Context: an optimization exercise on an open-source flow, tuned for small area and a short achievable clock period. The choices shown serve that exercise and are no tape-out recipe.
In this exercise RTL edits were held to simulation tests only and were not proved equivalent to the original.

File: design/flow/constraint.sdc
create_clock -name core_clock -period 100.0 [get_ports {CP}]
set_input_delay 20.0000 -clock core_clock [delete_from_list [all_inputs] [get_ports {CP}]]
set_output_delay 20.0000 -clock core_clock [all_outputs]
set_load 0.01 [all_outputs]
File: design/flow/run.sh
#!/bin/bash
# synth_recipe.tcl (not shown) runs the flow's synth.tcl, then flattens the netlist and writes it again
# the make line also repeats each setting of config.mk as NAME=value (left out here)
make -C /OpenROAD-flow-scripts/flow DESIGN_CONFIG=/design/flow/config.mk WORK_HOME=/design/flow/orfs CLKGATE_MAP_FILE= SYNTH_SCRIPT=/design/flow/synth_recipe.tcl finish
File: design/flow/config.mk
export PLATFORM = sky130hd
export DESIGN_NAME = piano_top
export DESIGN_NICKNAME = piano_top
export VERILOG_FILES = /design/flow/design.v
export SDC_FILE = /design/flow/constraint.sdc
export NUM_CORES = 4
export LEC_CHECK = 0
export CAP_MARGIN = 20
export CORE_MARGIN = 2
export CORE_UTILIZATION = 40
export SLEW_MARGIN = 20
File: design/flow/design.v
module Clkdiv (
    input CP_100MHz,
    input clr,
    output CP_25MHz,       
    output reg CP_20ms,    
    output reg CP_rhythm,  
    output CP_381Hz        
);
    parameter N20=1999;       
    parameter NRHY=3333;      
    reg[1:0] count1;
    reg[31:0] count2;
    reg[31:0] count3;
    reg[23:0] count4;
    always @(posedge CP_100MHz, posedge clr) begin
        if(clr==1)
            count1<=0;
        else count1<=count1+1;
    end
    assign CP_25MHz=(count1==2'b01);
    always @(posedge CP_100MHz, posedge clr) begin
        if(clr==1) begin
            count2<=0;
            CP_20ms<=0;
        end
        else begin
            CP_20ms<=0;
            if(count2<N20)
                count2<=count2+1;
            else begin
                count2<=0;
                CP_20ms<=1;
            end
        end
    end
    always @(posedge CP_100MHz, posedge clr) begin
        if(clr==1) begin
            count3<=0;
            CP_rhythm<=0;
        end
        else begin
            CP_rhythm<=0;
            if(count3<NRHY)
                count3<=count3+1;
            else begin
                count3<=0;
                CP_rhythm<=1;
            end
        end
    end
    always@(posedge CP_100MHz, posedge clr) begin
        if(clr==1)
            count4<=0;
        else
            count4<=count4+1;
    end
    assign CP_381Hz=(count4[17:0]==18'h1ffff);
endmodule
module Key_dejitter (
    input CP,
    input clr,
    input[4:0] Button,
    input CP_20ms,
    output reg[4:0] X
);
    wire[2:0] invalid;
    assign invalid=Button[4]+Button[3]+Button[2]+Button[1]+Button[0];  
    always @(posedge CP, posedge clr) begin
        if(clr==1) X<=5'b00000;
        else if(CP_20ms) begin
            if(invalid>1) X<=5'b00000;  
            else X<=Button;
        end
    end
endmodule
module Free_play (
    input CP,
    input clr,
    input CP_20ms,
    input[2:0] sw,  
    input[4:0] Button,
    output reg[10:0] frequency
);
    parameter key_do=5'b10000, re=5'b01000, mi=5'b00100, so=5'b00010, la=5'b00001;  
    parameter low_origin=3'b100, low_up=3'b101,
                middle_origin=3'b000, middle_up=3'b001,
                high_origin=3'b010, high_up=3'b011;
    parameter low_do=262, middle_do=523, high_do=1046,
              low_re=294, middle_re=587, high_re=1175,
              low_mi=330, middle_mi=659, high_mi=1318,
              low_fa=349, middle_fa=699, high_fa=1398,
              low_so=392, middle_so=784, high_so=1569,
              low_la=440, middle_la=880, high_la=1762,
              low_xi=494, middle_xi=988, high_xi=1977,
              silence=1;
    wire[4:0] key;
    Key_dejitter U(.CP(CP),
                   .clr(clr),
                   .CP_20ms(CP_20ms),
                   .Button(Button),
                   .X(key));
    always @(*) begin
        case (key)
            key_do: case (sw)
                low_origin: frequency=low_do;
                low_up: frequency=low_do;
                middle_origin: frequency=middle_do;
                middle_up: frequency=middle_do;
                high_origin: frequency=high_do;
                high_up: frequency=high_do;
                default: frequency=middle_do;
            endcase
            re: case (sw)
                low_origin: frequency=low_re;
                low_up: frequency=low_re;
                middle_origin: frequency=middle_re;
                middle_up: frequency=middle_re;
                high_origin: frequency=high_re;
                high_up: frequency=high_re;
                default: frequency=middle_re;
            endcase
            mi: case (sw)
                low_origin: frequency=low_mi;
                low_up: frequency=low_fa;
                middle_origin: frequency=middle_mi;
                middle_up: frequency=middle_fa;
                high_origin: frequency=high_mi;
                high_up: frequency=high_fa;
                default: frequency=middle_mi;
            endcase
            so: case (sw)
                low_origin: frequency=low_so;
                low_up: frequency=low_so;
                middle_origin: frequency=middle_so;
                middle_up: frequency=middle_so;
                high_origin: frequency=high_so;
                high_up: frequency=high_so;
                default: frequency=middle_so;
            endcase
            la: case (sw)
                low_origin: frequency=low_la;
                low_up: frequency=low_xi;
                middle_origin: frequency=middle_la;
                middle_up: frequency=middle_xi;
                high_origin: frequency=high_la;
                high_up: frequency=high_xi;
                default: frequency=middle_la;
            endcase
            default: frequency=silence;
            endcase
    end
endmodule
module Auto_play (
    input CP,
    input clr,
    input CP_rhythm,
    input[1:0] sw,
    output reg[10:0] frequency
);
    reg[10:0] rhythm;
    parameter low_do=262, middle_do=523, high_do=1046,
              low_re=294, middle_re=587, high_re=1175,
              low_mi=330, middle_mi=659, high_mi=1318,
              low_fa=349, middle_fa=699, high_fa=1398,
              low_so=392, middle_so=784, high_so=1569,
              low_la=440, middle_la=880, high_la=1762,
              low_xi=494, middle_xi=988, high_xi=1977,
              silence=1;
    always @(posedge CP, posedge clr) begin
        if(clr==1) begin
            rhythm<=0;
            frequency<=silence;
        end
        else if(CP_rhythm) case (sw)
            2'b10: begin
               rhythm<=rhythm+1;
               case(rhythm)
               0: frequency<=silence;
               1: frequency<=middle_do;
               3: frequency<=middle_fa;
               6: frequency<=silence;
               7: frequency<=middle_so;
               8: frequency<=middle_la;
               9: frequency<=middle_xi;
               12: frequency<=silence;
               13: frequency<=middle_la;
               14: frequency<=middle_so;
               15: frequency<=middle_la;
               18: frequency<=silence;
               19: frequency<=middle_so;
               20: frequency<=middle_fa;
               21: frequency<=middle_so;
               23: frequency<=middle_re;
               26:frequency<=silence;
               27: frequency<=middle_fa;
               30: frequency<=silence;
               31: frequency<=middle_fa;
               32: frequency<=middle_so;
               33: frequency<=middle_mi;
               35: frequency<=middle_re;
               38: frequency<=middle_do;
               39: frequency<=middle_re;
               41: frequency<=middle_la;
               48: frequency<=silence;
               1+48: frequency<=middle_do;
               3+48: frequency<=middle_fa;
               6+48: frequency<=silence;
               7+48: frequency<=middle_so;
               8+48: frequency<=middle_la;
               9+48: frequency<=middle_xi;
               12+48: frequency<=silence;
               13+48: frequency<=middle_la;
               14+48: frequency<=middle_so;
               15+48: frequency<=middle_la;
               18+48: frequency<=silence;
               19+48: frequency<=middle_so;
               20+48: frequency<=middle_fa;
               21+48: frequency<=middle_so;
               23+48: frequency<=middle_re;
               26+48: frequency<=silence;
               27+48: frequency<=middle_fa;
               30+48: frequency<=silence;
               31+48: frequency<=middle_fa;
               32+48: frequency<=middle_so;
               33+48: frequency<=middle_mi;
               35+48: frequency<=middle_re;
               38+48: frequency<=middle_do;
               39+48: frequency<=middle_re;
               96: frequency<=silence;
               97: frequency<=middle_la;
               98: frequency<=middle_xi;
               99: frequency<=high_do;
               102: frequency<=silence;
               103: frequency<=high_do;
               104: frequency<=high_re;
               105: frequency<=middle_xi;
               107: frequency<=middle_la;
               109: frequency<=middle_so;
               111: frequency<=middle_la;
               114: frequency<=silence;
               115: frequency<=high_mi;
               117: frequency<=middle_xi;
               119: frequency<=middle_la;
               122: frequency<=middle_so;
               123: frequency<=middle_la;
               127: frequency<=middle_so;
               128: frequency<=middle_fa;
               129: frequency<=middle_mi;
               133: frequency<=middle_re;
               134: frequency<=middle_do;
               135: frequency<=middle_re;
               137: frequency<=middle_la;
               95+51: frequency<=silence;
               96+51: frequency<=silence;
               97+51: frequency<=middle_la;
               98+51: frequency<=middle_xi;
               99+51: frequency<=high_do;
               102+51: frequency<=silence;
               103+51: frequency<=high_do;
               104+51: frequency<=high_re;
               105+51: frequency<=middle_xi;
               107+51: frequency<=middle_la;
               109+51: frequency<=middle_so;
               111+51: frequency<=middle_la;
               114+51: frequency<=silence;
               115+51: frequency<=high_mi;
               117+51: frequency<=middle_xi;
               119+51: frequency<=middle_la;
               122+51: frequency<=middle_so;
               123+51: frequency<=middle_la;
               127+51: frequency<=middle_so;
               128+51: frequency<=middle_fa;
               129+51: frequency<=middle_mi;
               133+51: frequency<=middle_re;
               134+51: frequency<=middle_do;
               135+51: frequency<=middle_re;
               145+51: frequency<=silence;
               default :frequency<=frequency;
               endcase
            end
            2'b01: begin
                rhythm<=rhythm+1;
                case(rhythm)
                0: frequency<=silence;
                2: frequency<=middle_mi;
                4: frequency<=middle_re;
                5: frequency<=middle_do;
                7: frequency<=middle_re;
                8: frequency<=middle_mi;
                10: frequency<=middle_fa;
                11: frequency<=middle_so;
                13: frequency<=silence;
                14: frequency<=middle_mi;
                15: frequency<=middle_re;
                16: frequency<=middle_do;
                17: frequency<=low_xi;
                19: frequency<=low_la;
                20: frequency<=low_xi;
                22: frequency<=middle_do;
                23: frequency<=low_so;
                25: frequency<=silence;
                26: frequency<=low_la;
                27: frequency<=low_so;
                28: frequency<=low_fa;
                29: frequency<=low_mi;
                31: frequency<=low_so;
                32: frequency<=middle_do;
                34: frequency<=middle_mi;
                35: frequency<=middle_re;
                37: frequency<=middle_do;
                38: frequency<=middle_re;
                40: frequency<=low_la;
                41: frequency<=middle_do;
                43: frequency<=low_xi;
                44: frequency<=low_xi;
                46: frequency<=middle_do;
                47: frequency<=middle_re;
                49: frequency<=silence;
                default :frequency<=frequency;
            endcase
            end
            default: begin
                frequency<=1999;
                rhythm<=0;
            end
        endcase
    end
endmodule
module Select_frequency (
    input[1:0] sw,
    input[10:0] frequency1,frequency2,
    output reg[10:0] frequency
);
    always @(*) begin
        if((sw==0)||(sw==3))  
            frequency=frequency1;
        else  
            frequency=frequency2;
    end
endmodule
module Generate_melody (
    input CP,
    input clr,
    input[10:0] frequency,
    output reg melody
);
    reg[30:0] count;
    reg[30:0] flag;
    reg change;
    parameter N=9999_9999;
    always @(*) begin
        if(frequency==1)
            flag=1;  
        else flag=N/(2*frequency);
    end
    always @(posedge CP, posedge clr) begin
        if(clr==1) begin
            count<=0;
            change<=0;
        end
        else if(count<flag) begin
            count<=count+1;
            change<=0;
        end
        else begin
            change<=1;
            count<=0;
        end
    end
    always@(posedge CP, posedge clr) begin
        if(clr==1)
            melody<=0;
        else if(change)
            melody<=~melody;
    end
endmodule
module Display_melody (
    input[10:0] frequency,
    input[1:0] sw,
    input CP,
    input clr,
    input CP_381Hz,
    output reg[6:0] a_to_g,
    output reg[3:0] an
);
    reg s;
    reg[3:0] digit;
    reg[7:0] x;
    parameter low=2'b10, middle=2'b00, high=2'b01;
    parameter low_do=262, middle_do=523, high_do=1046,
              low_re=294, middle_re=587, high_re=1175,
              low_mi=330, middle_mi=659, high_mi=1318,
              low_fa=349, middle_fa=699, high_fa=1398,
              low_so=392, middle_so=784, high_so=1569,
              low_la=440, middle_la=880, high_la=1762,
              low_xi=494, middle_xi=988, high_xi=1977,
              silence=1;
    always @(*) begin
        case (frequency)
            low_do: x=8'b1010_0001;
            middle_do: x=8'b1011_0001;
            high_do: x=8'b1100_0001;
            low_re: x=8'b1010_0010;
            middle_re: x=8'b1011_0010;
            high_re: x=8'b1100_0010;
            low_mi: x=8'b1010_0011;
            middle_mi: x=8'b1011_0011;
            high_mi: x=8'b1100_0011;
            low_fa: x=8'b1010_0100;
            middle_fa: x=8'b1011_0100;
            high_fa: x=8'b1100_0100;
            low_so: x=8'b1010_0101;
            middle_so: x=8'b1011_0101;
            high_so: x=8'b1100_0101;
            low_la: x=8'b1010_0110;
            middle_la: x=8'b1011_0110;
            high_la: x=8'b1100_0110;
            low_xi: x=8'b1010_0111;
            middle_xi: x=8'b1011_0111;
            high_xi: x=8'b1100_0111;
            default: case (sw)
                low: x=8'b1010_0000;
                middle: x=8'b1011_0000;
                high: x=8'b1100_0000;
                default: x=8'b1011_0000;
            endcase
        endcase
    end
    always@(posedge CP, posedge clr) begin
        if(clr==1)
            s<=0;
        else if(CP_381Hz)
            s<=s+1;
    end
    always @(*)
        case(s)
        0: digit=x[3:0];
        1: digit=x[7:4];
        default digit=x[3:0];
        endcase
    always @(*) begin
        an=4'b1111;
        an[s]=0;
    end
    always @(*)
        case(digit)
            0:a_to_g=7'b000_0001;
            1:a_to_g=7'b100_1111;
            2:a_to_g=7'b001_0010;
            3:a_to_g=7'b000_0110;
            4:a_to_g=7'b100_1100;
            5:a_to_g=7'b010_0100;
            6:a_to_g=7'b010_0000;
            7:a_to_g=7'b000_1111;
            'hA:a_to_g=7'b111_0111;
            'hB:a_to_g=7'b111_1110;
            'hC:a_to_g=7'b011_1111;
            default:a_to_g=7'b000_0001;  
        endcase
endmodule
module VGA_640x480 (
    input CP,
    input clr,
    input CP_25MHz,
    output reg hsync,
    output reg vsync,
    output reg[9:0] hc,
    output reg[9:0] vc,
    output reg vidon
);
    parameter hpixels=10'b11001_00000,
              vlines=10'b10000_01001,
              hbp=10'b00100_10000,
              hfp=10'b1100010000,
              vbp=10'b00000_11111,
              vfp=10'b01111_11111;
    reg vsenable;
    always @(posedge CP, posedge clr) begin
        if(clr==1) begin
            hc<=0;
            vsenable<=0;
        end
        else if(CP_25MHz) begin
            if(hc==hpixels-1) begin
                hc<=0;
                vsenable<=1;
            end
            else begin
                hc<=hc+1;
                vsenable<=0;
            end
        end
    end
    always @(*) begin
        if(hc<96)
            hsync=0;
        else
            hsync=1;
    end
    always @(posedge CP, posedge clr) begin
        if(clr==1)
            vc<=0;
        else if(CP_25MHz)
            if(vsenable==1) begin
                if(vc==vlines-1)
                    vc<=0;
                else
                    vc<=vc+1;
            end
    end
    always @(*) begin
        if(vc<2)
            vsync=0;
        else
            vsync=1;
    end
    always @(*) begin
        if((hc<hfp)&&(hc>=hbp)&&(vc<vfp-40)&&(vc>=vbp))
            vidon=1;
        else
            vidon=0;
    end
endmodule
module Press_signal (
    input[10:0] frequency,
    output reg[9:0] press_left,
    output[9:0] press_right
);
    parameter low_do=262, middle_do=523, high_do=1046,
              low_re=294, middle_re=587, high_re=1175,
              low_mi=330, middle_mi=659, high_mi=1318,
              low_fa=349, middle_fa=699, high_fa=1398,
              low_so=392, middle_so=784, high_so=1569,
              low_la=440, middle_la=880, high_la=1762,
              low_xi=494, middle_xi=988, high_xi=1977,
              silence=1;
    parameter hbp=10'b00100_10000, hfp=10'b1100010000;
    parameter vbp=10'b00000_11111, vfp=10'b01111_11111;
    assign press_right=press_left+20;
    always @(*) begin
        case (frequency)
            low_do: press_left=149;
            middle_do: press_left=362;
            high_do: press_left=575;
            low_re: press_left=180;
            middle_re: press_left=395;
            high_re:  press_left=606;
            low_mi: press_left=210;
            middle_mi:  press_left=423;
            high_mi:  press_left=637;
            low_fa: press_left=241;
            middle_fa: press_left=454;
            high_fa: press_left=667;
            low_so: press_left=271;
            middle_so: press_left=484;
            high_so: press_left=697;
            low_la: press_left=301;
            middle_la:press_left=515;
            high_la: press_left=728;
            low_xi: press_left=332;
            middle_xi: press_left=545;
            high_xi: press_left=758;
            default: press_left=hfp;
        endcase
    end
endmodule
module Bar (
    input CP,
    input clr,
    input CP_rhythm,
    input[1:0] sw,
    input[9:0] hc,
    input[9:0] vc,
    output reg[3:0] red,green,blue
);
    reg[10:0] rhythm;
    reg[9:0] bar_bottom[28:0],bar_right[28:0];
    wire[9:0] bar_left[28:0],bar_top[28:0];
    parameter move_length=25;
    parameter vbp=10'b00000_11111, vfp=10'b01111_11111;
    integer i;
    reg[28:0] in_bar;
    parameter low_do=149, middle_do=362, high_do=575,
              low_re=180, middle_re=395, high_re=606,
              low_mi=210, middle_mi=423, high_mi=637,
              low_fa=241, middle_fa=454, high_fa=667,
              low_so=271, middle_so=484, high_so=697,
              low_la=301, middle_la=515, high_la=728,
              low_xi=332, middle_xi=545, high_xi=758;
    assign bar_left[0]=middle_so;
    assign bar_left[1]=high_mi;
    assign bar_left[2]=high_mi;
    assign bar_left[3]=high_fa;
    assign bar_left[4]=high_mi;
    assign bar_left[5]=high_re;
    assign bar_left[6]=high_do;
    assign bar_left[7]=high_do;
    assign bar_left[8]=high_do;
    assign bar_left[9]=high_fa;
    assign bar_left[10]=high_mi;
    assign bar_left[11]=high_re;
    assign bar_left[12]=high_do;
    assign bar_left[13]=high_re;
    assign bar_left[14]=middle_so;
    assign bar_left[15]=high_do;
    assign bar_left[16]=middle_so;
    assign bar_left[17]=high_do;
    assign bar_left[18]=middle_xi;
    assign bar_left[19]=middle_la;
    assign bar_left[20]=middle_xi;
    assign bar_left[21]=high_do;
    assign bar_left[22]=high_re;
    assign bar_left[23]=high_re;
    assign bar_left[24]=high_re;
    assign bar_left[25]=middle_xi;
    assign bar_left[26]=high_do;
    assign bar_left[27]=middle_la;
    assign bar_left[28]=middle_so;
    always @(*) begin
        for(i=0;i<=28;i=i+1)
            bar_right[i]=bar_left[i]+20;
    end
    assign bar_top[0]=bar_bottom[0]-move_length*2;
    assign bar_top[1]=bar_bottom[1]-move_length*3;
    assign bar_top[2]=bar_bottom[2]-move_length;
    assign bar_top[3]=bar_bottom[3]-move_length*2;
    assign bar_top[4]=bar_bottom[4]-move_length*2;
    assign bar_top[5]=bar_bottom[5]-move_length*4;
    assign bar_top[6]=bar_bottom[6]-move_length*2;
    assign bar_top[7]=bar_bottom[7]-move_length;
    assign bar_top[8]=bar_bottom[8]-move_length;
    assign bar_top[9]=bar_bottom[9]-move_length*2;
    assign bar_top[10]=bar_bottom[10]-move_length*2;
    assign bar_top[11]=bar_bottom[11]-move_length*2;
    assign bar_top[12]=bar_bottom[12]-move_length*2;
    assign bar_top[13]=bar_bottom[13]-move_length*6;
    assign bar_top[14]=bar_bottom[14]-move_length*2;
    assign bar_top[15]=bar_bottom[15]-move_length*2;
    assign bar_top[16]=bar_bottom[16]-move_length*2;
    assign bar_top[17]=bar_bottom[17]-move_length*2;
    assign bar_top[18]=bar_bottom[18]-move_length*2;
    assign bar_top[19]=bar_bottom[19]-move_length*3;
    assign bar_top[20]=bar_bottom[20]-move_length;
    assign bar_top[21]=bar_bottom[21]-move_length*2;
    assign bar_top[22]=bar_bottom[22]-move_length;
    assign bar_top[23]=bar_bottom[23]-move_length;
    assign bar_top[24]=bar_bottom[24]-move_length*3;
    assign bar_top[25]=bar_bottom[25]-move_length;
    assign bar_top[26]=bar_bottom[26]-move_length*2;
    assign bar_top[27]=bar_bottom[27]-move_length*2;
    assign bar_top[28]=bar_bottom[28]-move_length*6;
    always @(posedge CP, posedge clr) begin
        if(clr==1) begin
            rhythm<=0;
            for(i=0;i<=28;i=i+1)
                bar_bottom[i]<=0;
        end
        else if(CP_rhythm) case (sw)
            2'b11: begin
                rhythm<=rhythm+1;
                case (rhythm)
                    2: begin
                        bar_bottom[0]<=vbp;
                    end
                    4: begin
                        bar_bottom[0]<=bar_bottom[0]+move_length;
                        bar_bottom[1]<=vbp;
                    end
                    7: begin
                        for(i=0;i<=1;i=i+1)
                            if(bar_bottom[i])
                                bar_bottom[i]<=bar_bottom[i]+move_length;
                            else bar_bottom[i]<=0;
                        bar_bottom[2]<=vbp;
                    end
                    8: begin
                        for(i=0;i<=2;i=i+1)
                            if(bar_bottom[i])
                                bar_bottom[i]<=bar_bottom[i]+move_length;
                            else bar_bottom[i]<=0;
                        bar_bottom[3]<=vbp;
                    end
                    10: begin
                        for(i=0;i<=3;i=i+1)
                            if(bar_bottom[i])
                                bar_bottom[i]<=bar_bottom[i]+move_length;
                            else bar_bottom[i]<=0;
                        bar_bottom[4]<=vbp;
                    end
                    12: begin
                        for(i=0;i<=4;i=i+1)
                            if(bar_bottom[i])
                                bar_bottom[i]<=bar_bottom[i]+move_length;
                            else bar_bottom[i]<=0;
                        bar_bottom[5]<=vbp;
                    end
                    16: begin
                        for(i=0;i<=5;i=i+1)
                            if(bar_bottom[i])
                                bar_bottom[i]<=bar_bottom[i]+move_length;
                            else bar_bottom[i]<=0;
                        bar_bottom[6]<=vbp;
                    end
                    18: begin
                        for(i=0;i<=6;i=i+1)
                            if(bar_bottom[i])
                                bar_bottom[i]<=bar_bottom[i]+move_length;
                            else bar_bottom[i]<=0;
                        bar_bottom[7]<=vbp;
                    end
                    19: begin
                        for(i=0;i<=7;i=i+1)
                            if(bar_bottom[i])
                                bar_bottom[i]<=bar_bottom[i]+move_length;
                            else bar_bottom[i]<=0;
                        bar_bottom[8]<=vbp;
                    end
                    20: begin
                        for(i=0;i<=8;i=i+1)
                            if(bar_bottom[i])
                                bar_bottom[i]<=bar_bottom[i]+move_length;
                            else bar_bottom[i]<=0;
                        bar_bottom[9]<=vbp;
                    end
                    22: begin
                        for(i=0;i<=9;i=i+1)
                            if(bar_bottom[i])
                                bar_bottom[i]<=bar_bottom[i]+move_length;
                            else bar_bottom[i]<=0;
                        bar_bottom[10]<=vbp;
                    end
                    24: begin
                        for(i=0;i<=10;i=i+1)
                            if(bar_bottom[i])
                                bar_bottom[i]<=bar_bottom[i]+move_length;
                            else bar_bottom[i]<=0;
                        bar_bottom[11]<=vbp;
                    end
                    26: begin
                        for(i=0;i<=11;i=i+1)
                            if(bar_bottom[i])
                                bar_bottom[i]<=bar_bottom[i]+move_length;
                            else bar_bottom[i]<=0;
                        bar_bottom[12]<=vbp;
                    end
                    28: begin
                        for(i=0;i<=12;i=i+1)
                            if(bar_bottom[i])
                                bar_bottom[i]<=bar_bottom[i]+move_length;
                            else bar_bottom[i]<=0;
                        bar_bottom[13]<=vbp;
                    end
                    34: begin
                        for(i=0;i<=13;i=i+1)
                            if(bar_bottom[i])
                                bar_bottom[i]<=bar_bottom[i]+move_length;
                            else bar_bottom[i]<=0;
                        bar_bottom[14]<=vbp;
                    end
                    36: begin
                        for(i=0;i<=14;i=i+1)
                            if(bar_bottom[i])
                                bar_bottom[i]<=bar_bottom[i]+move_length;
                            else bar_bottom[i]<=0;
                        bar_bottom[15]<=vbp;
                    end
                    38: begin
                        for(i=0;i<=15;i=i+1)
                            if(bar_bottom[i])
                                bar_bottom[i]<=bar_bottom[i]+move_length;
                            else bar_bottom[i]<=0;
                        bar_bottom[16]<=vbp;
                    end
                    40: begin
                        for(i=0;i<=16;i=i+1)
                            if(bar_bottom[i])
                                bar_bottom[i]<=bar_bottom[i]+move_length;
                            else bar_bottom[i]<=0;
                        bar_bottom[17]<=vbp;
                    end
                    42: begin
                        for(i=0;i<=17;i=i+1)
                            if(bar_bottom[i])
                                bar_bottom[i]<=bar_bottom[i]+move_length;
                            else bar_bottom[i]<=0;
                        bar_bottom[18]<=vbp;
                    end
                    44: begin
                        for(i=0;i<=18;i=i+1)
                            if(bar_bottom[i])
                                bar_bottom[i]<=bar_bottom[i]+move_length;
                            else bar_bottom[i]<=0;
                        bar_bottom[19]<=vbp;
                    end
                    47: begin
                        for(i=0;i<=19;i=i+1)
                            if(bar_bottom[i])
                                bar_bottom[i]<=bar_bottom[i]+move_length;
                            else bar_bottom[i]<=0;
                        bar_bottom[20]<=vbp;
                    end
                    48: begin
                        for(i=0;i<=20;i=i+1)
                            if(bar_bottom[i])
                                bar_bottom[i]<=bar_bottom[i]+move_length;
                            else bar_bottom[i]<=0;
                        bar_bottom[21]<=vbp;
                    end
                    50: begin
                        for(i=0;i<=21;i=i+1)
                            if(bar_bottom[i])
                                bar_bottom[i]<=bar_bottom[i]+move_length;
                            else bar_bottom[i]<=0;
                        bar_bottom[22]<=vbp;
                    end
                    51: begin
                        for(i=0;i<=22;i=i+1)
                            if(bar_bottom[i])
                                bar_bottom[i]<=bar_bottom[i]+move_length;
                            else bar_bottom[i]<=0;
                        bar_bottom[23]<=vbp;
                    end
                    52: begin
                        for(i=0;i<=23;i=i+1)
                            if(bar_bottom[i])
                                bar_bottom[i]<=bar_bottom[i]+move_length;
                            else bar_bottom[i]<=0;
                        bar_bottom[24]<=vbp;
                    end
                    55: begin
                        for(i=0;i<=24;i=i+1)
                            if(bar_bottom[i])
                                bar_bottom[i]<=bar_bottom[i]+move_length;
                            else bar_bottom[i]<=0;
                        bar_bottom[25]<=vbp;
                    end
                    56: begin
                        for(i=0;i<=25;i=i+1)
                            if(bar_bottom[i])
                                bar_bottom[i]<=bar_bottom[i]+move_length;
                            else bar_bottom[i]<=0;
                        bar_bottom[26]<=vbp;
                    end
                    58: begin
                        for(i=0;i<=26;i=i+1)
                            if(bar_bottom[i])
                                bar_bottom[i]<=bar_bottom[i]+move_length;
                            else bar_bottom[i]<=0;
                        bar_bottom[27]<=vbp;
                    end
                    60: begin
                        for(i=0;i<=27;i=i+1)
                            if(bar_bottom[i])
                                bar_bottom[i]<=bar_bottom[i]+move_length;
                            else bar_bottom[i]<=0;
                        bar_bottom[28]<=vbp;
                    end
                    default: begin
                        for(i=0;i<=28;i=i+1)
                            if((bar_bottom[i]>0)&&(bar_bottom[i]<=vfp))
                                bar_bottom[i]<=bar_bottom[i]+move_length;
                            else bar_bottom[i]<=0;
                    end
                endcase
            end
            default: begin
                rhythm<=0;
                for(i=0;i<=28;i=i+1)
                    bar_bottom[i]<=0;
            end
        endcase
    end
    always @(*) begin
        for(i=0;i<=28;i=i+1)
            in_bar[i]=(hc<bar_right[i])&(hc>bar_left[i])&(vc>bar_top[i])&(vc<bar_bottom[i]);
    end
    always @(*) begin
        red=0; green=0; blue=0;
        if(in_bar) begin
            red=4'b1001;
            green=4'b1111;
            blue=4'b1111;
        end
    end
endmodule
module VGA_picture (
    input CP,
    input clr,
    input vidon,
    input CP_rhythm,
    input CP_25MHz,
    input[11:0] rom_data,
    output[16:0] rom_addr,
    input[1:0] sw,
    input[9:0] hc,
    input[9:0] vc,
    input[10:0] frequency,
    output reg[3:0] red,green,blue
);
    parameter hbp=10'b00100_10000, hfp=10'b1100010000;
    parameter vbp=10'b00000_11111, vfp=10'b01111_11111;
    parameter W=640, H=189;
    wire[10:0] xpix,ypix;
    wire[18:0] rom_addr1, rom_addr2;
    wire[16:0] rom_addr17;
    reg sprite_on,R,G,B;
    wire[11:0] M;
    wire[9:0] press_left;
    wire[9:0] press_right;
    parameter press_top=vfp-80, press_bottom=vfp-60;
    wire[3:0] red_bar,green_bar,blue_bar;
    reg[11:0] M_q;
    assign ypix=vc-(vfp-H-40);
    assign xpix=hc-hbp;
    assign rom_addr17=ypix*640+xpix;
    assign rom_addr=rom_addr17;
    always @(posedge CP, posedge clr) begin
        if(clr==1)
            M_q<=0;
        else if(CP_25MHz)
            M_q<=rom_data;
    end
    assign M=M_q;
    always @(*) begin
        if((hc>=hbp)&&(hc<hbp+W)&&
           (vc>=vfp-H-40)&&(vc<vfp-40))
           sprite_on=1;
        else
           sprite_on=0;
    end
    Press_signal U2(.frequency(frequency),
                    .press_left(press_left),
                    .press_right(press_right));
    Bar U3(.CP(CP),
          .clr(clr),
          .CP_rhythm(CP_rhythm),
          .sw(sw),
          .hc(hc),
          .vc(vc),
          .red(red_bar),
          .green(green_bar),
          .blue(blue_bar));
    always @(*) begin
        red=0; green=0; blue=0;
        if(sprite_on==1) begin
            if((hc>=press_left)&&(hc<press_right)&&
                (vc>=press_top)&&(vc<press_bottom)) begin
                    red=4'b1111;
                    green=0;
                    blue=0;
                end
            else begin
            red=M[11:8];
            green=M[7:4];
            blue=M[3:0];
            end
        end
        else if(vidon==1) begin
            red=red_bar;
            green=green_bar;
            blue=blue_bar;
        end
        else begin
            red=0;
            green=0;
            blue=0;
        end
    end
endmodule
module piano_top (
    input CP,
    input clr,
    input[4:0] sw,
    input[4:0] Button,
    input[11:0] rom_data,
    output[16:0] rom_addr,
    output melody,
    output[4:0] led,
    output[6:0] a_to_g,
    output[3:0] an,
    output hsync,vsync,
    output[3:0] red,green,blue
);
    wire[10:0] frequency1, frequency2, frequency;
    wire CP_25MHz, CP_20ms,CP_rhythm,CP_381Hz;
    wire vidon;
    wire[9:0] hc,vc;
    assign led=sw;
    Clkdiv U1(.CP_100MHz(CP),
              .clr(clr),
              .CP_25MHz(CP_25MHz),
              .CP_rhythm(CP_rhythm),
              .CP_20ms(CP_20ms),
              .CP_381Hz(CP_381Hz));
    Free_play U2(.CP(CP),
                 .clr(clr),
                 .CP_20ms(CP_20ms),
                 .sw(sw[4:2]),
                 .Button(Button),
                 .frequency(frequency1));
    Auto_play U3(.CP(CP),
                 .clr(clr),
                 .CP_rhythm(CP_rhythm),
                 .sw(sw[1:0]),
                 .frequency(frequency2));
    Select_frequency U4(.sw(sw[1:0]),
              .frequency1(frequency1),
              .frequency2(frequency2),
              .frequency(frequency));
    Generate_melody U5(.CP(CP),
                       .clr(clr),
                       .frequency(frequency),
                       .melody(melody));
    Display_melody U6(.CP(CP),
                      .clr(clr),
                      .CP_381Hz(CP_381Hz),
                      .frequency(frequency),
                      .sw(sw[4:3]),
                      .a_to_g(a_to_g),
                      .an(an));
    VGA_640x480 U7(.CP(CP),
                   .clr(clr),
                   .CP_25MHz(CP_25MHz),
                   .hsync(hsync),
                   .vsync(vsync),
                   .hc(hc),
                   .vc(vc),
                   .vidon(vidon));
    VGA_picture U8(.CP(CP),
                   .clr(clr),
                   .vidon(vidon),
                   .CP_25MHz(CP_25MHz),
                   .CP_rhythm(CP_rhythm),
                   .rom_data(rom_data),
                   .rom_addr(rom_addr),
                   .sw(sw[1:0]),
                   .hc(hc),
                   .vc(vc),
                   .frequency(frequency),
                   .red(red),
                   .green(green),
                   .blue(blue));
endmodule
==> results.sh <==
export IMPL_wl_per_cell_um=19.6
export IMPL_fin_crit_ps=94400
export IMPL_first_pass_iters=6
export IMPL_ios=72
export IMPL_dpl_instance_area_um2=72100
export IMPL_use_met2_pct=39.6
export IMPL_cts_max_level=2
export IMPL_cts_root_buf="clkbuf_16"
export IMPL_gr_total_overflow=0
export IMPL_clk_latency_ps=700
export IMPL_max_freq_ghz=0.0106
export IMPL_fillers=17300
export IMPL_clock_sinks=481
export IMPL_dp_hpwl_um=168000
export IMPL_synthFlopType="dfrtp_1"
export IMPL_synth_seq_cells=481
export IMPL_num_rows=152
export IMPL_tightest_slew_ps=1230
export IMPL_cts_clk_slew_worst_paths_ps=60
export IMPL_outcome="complete, no violations"
export IMPL_fin_crit_sh_pct=94.4
export IMPL_finalInstanceArea_um2=75100
export IMPL_io_buffers=69
export IMPL_crit_path_max_incr_delay_ps=490
export IMPL_instances_no_fill=11400
export IMPL_postCtsHoldBufs=0
export IMPL_drive_gt1_share_pct=6.84
export IMPL_cp_max_fo=28
export IMPL_ys_types=142
export IMPL_netlist_instances=9095
export IMPL_die_h_um=418
export IMPL_globalRouteMet1Util_pct=34.1
export IMPL_placed_cells=11300
export IMPL_via_per_inst=6.04
export IMPL_yosysSeqAreaShare_pct=17.5
export IMPL_initial_utilization_pct=40.1
export IMPL_met3_usage_pct=2.76
export IMPL_vias=69100
export IMPL_crit_type="input pin to flop"
export IMPL_coreArea_um2=171000
export IMPL_grt_max_degree=142
export IMPL_critPathRequiredTime_ps=100550
export IMPL_finalClockSkew_ps=39.6
export IMPL_drtAntennaViolNets=0
export IMPL_grt_total_usage_pct=24.6
export IMPL_arrival_ps=94960
export IMPL_syn_area_per_cell_um2=7.55
export IMPL_slew_viol_final=0
export IMPL_final_hold_viol_count=0
export IMPL_maxCapViolCount=0
export IMPL_maxSlewHeadroom_pct=17.5
export IMPL_finalSetupViolCount=0
export IMPL_reg2reg_depth=400
export IMPL_setup_tns_ps=0
export IMPL_drt_initial_drc_count=5801
export IMPL_hold_path_depth=1
export IMPL_numCtsBuffers=61
export IMPL_clk_path_buf_depth=3
export IMPL_cp_start_kind="input pin"
export IMPL_synth_edf_count=0
export IMPL_die_w_um=418
export IMPL_grt_pass1_vias=65500
export IMPL_fin_util_pct=43.9
export IMPL_grt_pass1_wl_um=356000
export IMPL_wirelength_um=224000
export IMPL_area_delta_synth_final_pct=9.42
export IMPL_globalplace_congestion=0.963
export IMPL_regArea_um2=12100
export IMPL_slowest_stage="a2111o_2"
export IMPL_final_nets=10200
export IMPL_synth_async_reset_ratio_pct=100
export IMPL_hp_class="flop to flop"
export IMPL_route_detailed_drc=0
export IMPL_die_area_um2=175000
export IMPL_synthesis_area_um2=68700
export IMPL_antenna_found_initial=6
export IMPL_multi_input_area_um2=54100
export IMPL_yosys_warnings=13
export IMPL_cts_tree="built"
export IMPL_cp_common_cell="o21a_1"
export IMPL_grt_busiest_layer="met2"
export IMPL_critPathCaptureType="flop"
==> cells in the mapped netlist (32+ instances only) <==
library cell,instances,area [um2]
ha_1,1016,12700
nor2_1,837,3140
nand2_1,811,3040
o21ai_0,761,3810
a21oi_1,690,3450
dfrtp_1,480,12000
inv_1,467,1750
xnor2_1,460,4030
nand3_1,291,1460
nor3_1,267,1340
nand2b_1,228,1430
clkbuf_1,204,766
a21o_1,178,1340
nor2b_1,172,1080
nand4_1,166,1040
o21a_1,158,1190
a31oi_1,151,945
xor2_1,133,1160
nor4_1,110,688
o31ai_1,104,781
and3_1,96,601
o211ai_1,81,608
or3_1,79,494
and2_1,74,463
mux2_2,66,743
a211oi_1,61,458
buf_4,48,360
o21ai_1,46,230
o22ai_1,45,282
o21bai_1,38,285
or2_2,36,225
a2111oi_0,33,289
mux2i_1,32,320
==> layer usage <==
metal | wire [um] | vias to the layer above | part of all wire [%]
li1 | - | 33400 | -
met1 | 102000 | 33000 | 46
met2 | 99900 | 2292 | 45
met3 | 14500 | 399 | 6.5
met4 | 7330 | 2 | 3.3
met5 | 14 | - | 0.0062
==> stage by stage <==
stage,hold slack (ps),worst slack (ps)
6_report,432,5600
5_1_grt,479,-269
4_1_cts,440,210
3_5_place_dp,433,-581
3_3_place_gp,412,1410
2_1_floorplan,401,3590
==> path summary, 6_finish.rpt <==
check / start / to / slack, ps
max: sw[0] / U5.count[25] / 5600
min: U1.count1[0] / U1.count1[0] / 430
max reg2reg: U2.U.X[3] / U5.count[25] / 24650
min reg2reg: U1.count1[0] / U1.count1[0] / 430
max in group asynchronous: clr / U1.CP_rhythm / 77140
min in group asynchronous: clr / U3.frequency[6] / 19970
==> cell type report <==
type | instances | area share, %
Clock inverter | 30 | 0.573
Clock buffer | 82 | 2.34
Antenna cell | 2 | 0.00666
Multi-Input combinational cell | 7886 | 72.0
Inverter | 476 | 2.39
Sequential cell | 481 | 16.1
Timing Repair Buffer | 258 | 2.89
Tap cell | 2233 | 3.72
==> cells by family after synthesis <==
kind of cell / after synthesis / share of synthesized area (%)
multiplexers: 104 / 1.67
buffers and inverters: 771 / 4.65
AO/OA/AOI/OAI: 2726 / 25.1
AND/OR/NAND/NOR: 3394 / 24.7
XOR/XNOR: 597 / 7.66
other: 2 / 0.0109
adder cells (fa/ha/maj): 1020 / 18.6
flip-flops: 481 / 17.5
==> placed cells by master (no fill, tap or decap), drive strengths merged, types with 105 or more instances in the layout <==
cell type	n
nand2b	228
nand3	294
nor2b	172
nor4	117
inv	475
nor2	856
o21ai	810
o31ai	105
o21a	160
nand2	813
nand4	167
xnor2	463
nor3	279
a31oi	152
a21o	180
ha	1016
dfrtp	480
xor2	134
buf	187
a21oi	697
==> sequential cells by signal (all words and copies together), names as in the netlist <==
register,count
U8.U3.bar_bottom,290
U1.CP_rhythm,1
U5.melody,1
U8.M_q,12
U1.count1,2
U7.vsenable,1
U2.U.X,5
U1.CP_20ms,1
U1.count4,18
U5.change,1
U3.rhythm,11
U7.hc,10
U1.count2,32
U5.count,31
U6.s,1
U8.U3.rhythm,11
U7.vc,10
U1.count3,32
U3.frequency,11
==> worst max-delay path: cells and delay by family <==
family / cells / cell delay (ps)
buffers and inverters: 24 / 4220
XOR/XNOR: 1 / 220
adder cells (fa/ha/maj): 30 / 9430
multiplexers: 8 / 2380
AO/OA/AOI/OAI: 210 / 37380
AND/OR/NAND/NOR: 132 / 21110
==> repair_timing <==
item | in CTS | in global routing
gates resized for setup | 3 | 123
endpoints found under the setup margin | 32 | 32
pin swaps | 0 | 25
setup buffers | 0 | 49
cloned | 0 | 3

re-timing with driven ports:
The flow's constraints put no driver on any port. The routed layout listed below was extracted and timed again, unchanged, in two steps.
Step 1 sets driving cells, clkbuf_16 on the clock port and buf_2 on the other inputs (assumed; they add their load-dependent delay and slew).
Step 2 also shifts input and output timing later by t, the mid clock arrival at the registers, as if the neighbouring blocks saw the same clock.
Three values: no drivers, after step 1, after step 2; two values: the first two.
shift t [ns]: 0.744
setup slack, ns: 5.596 / 5.642 / 4.898
worst data-port slew with drivers (ns): 0.12
After both steps setup and hold are still met in this run. The setup slack of this run moves by +0.046 ns with the drivers and by -0.698 ns with both steps.
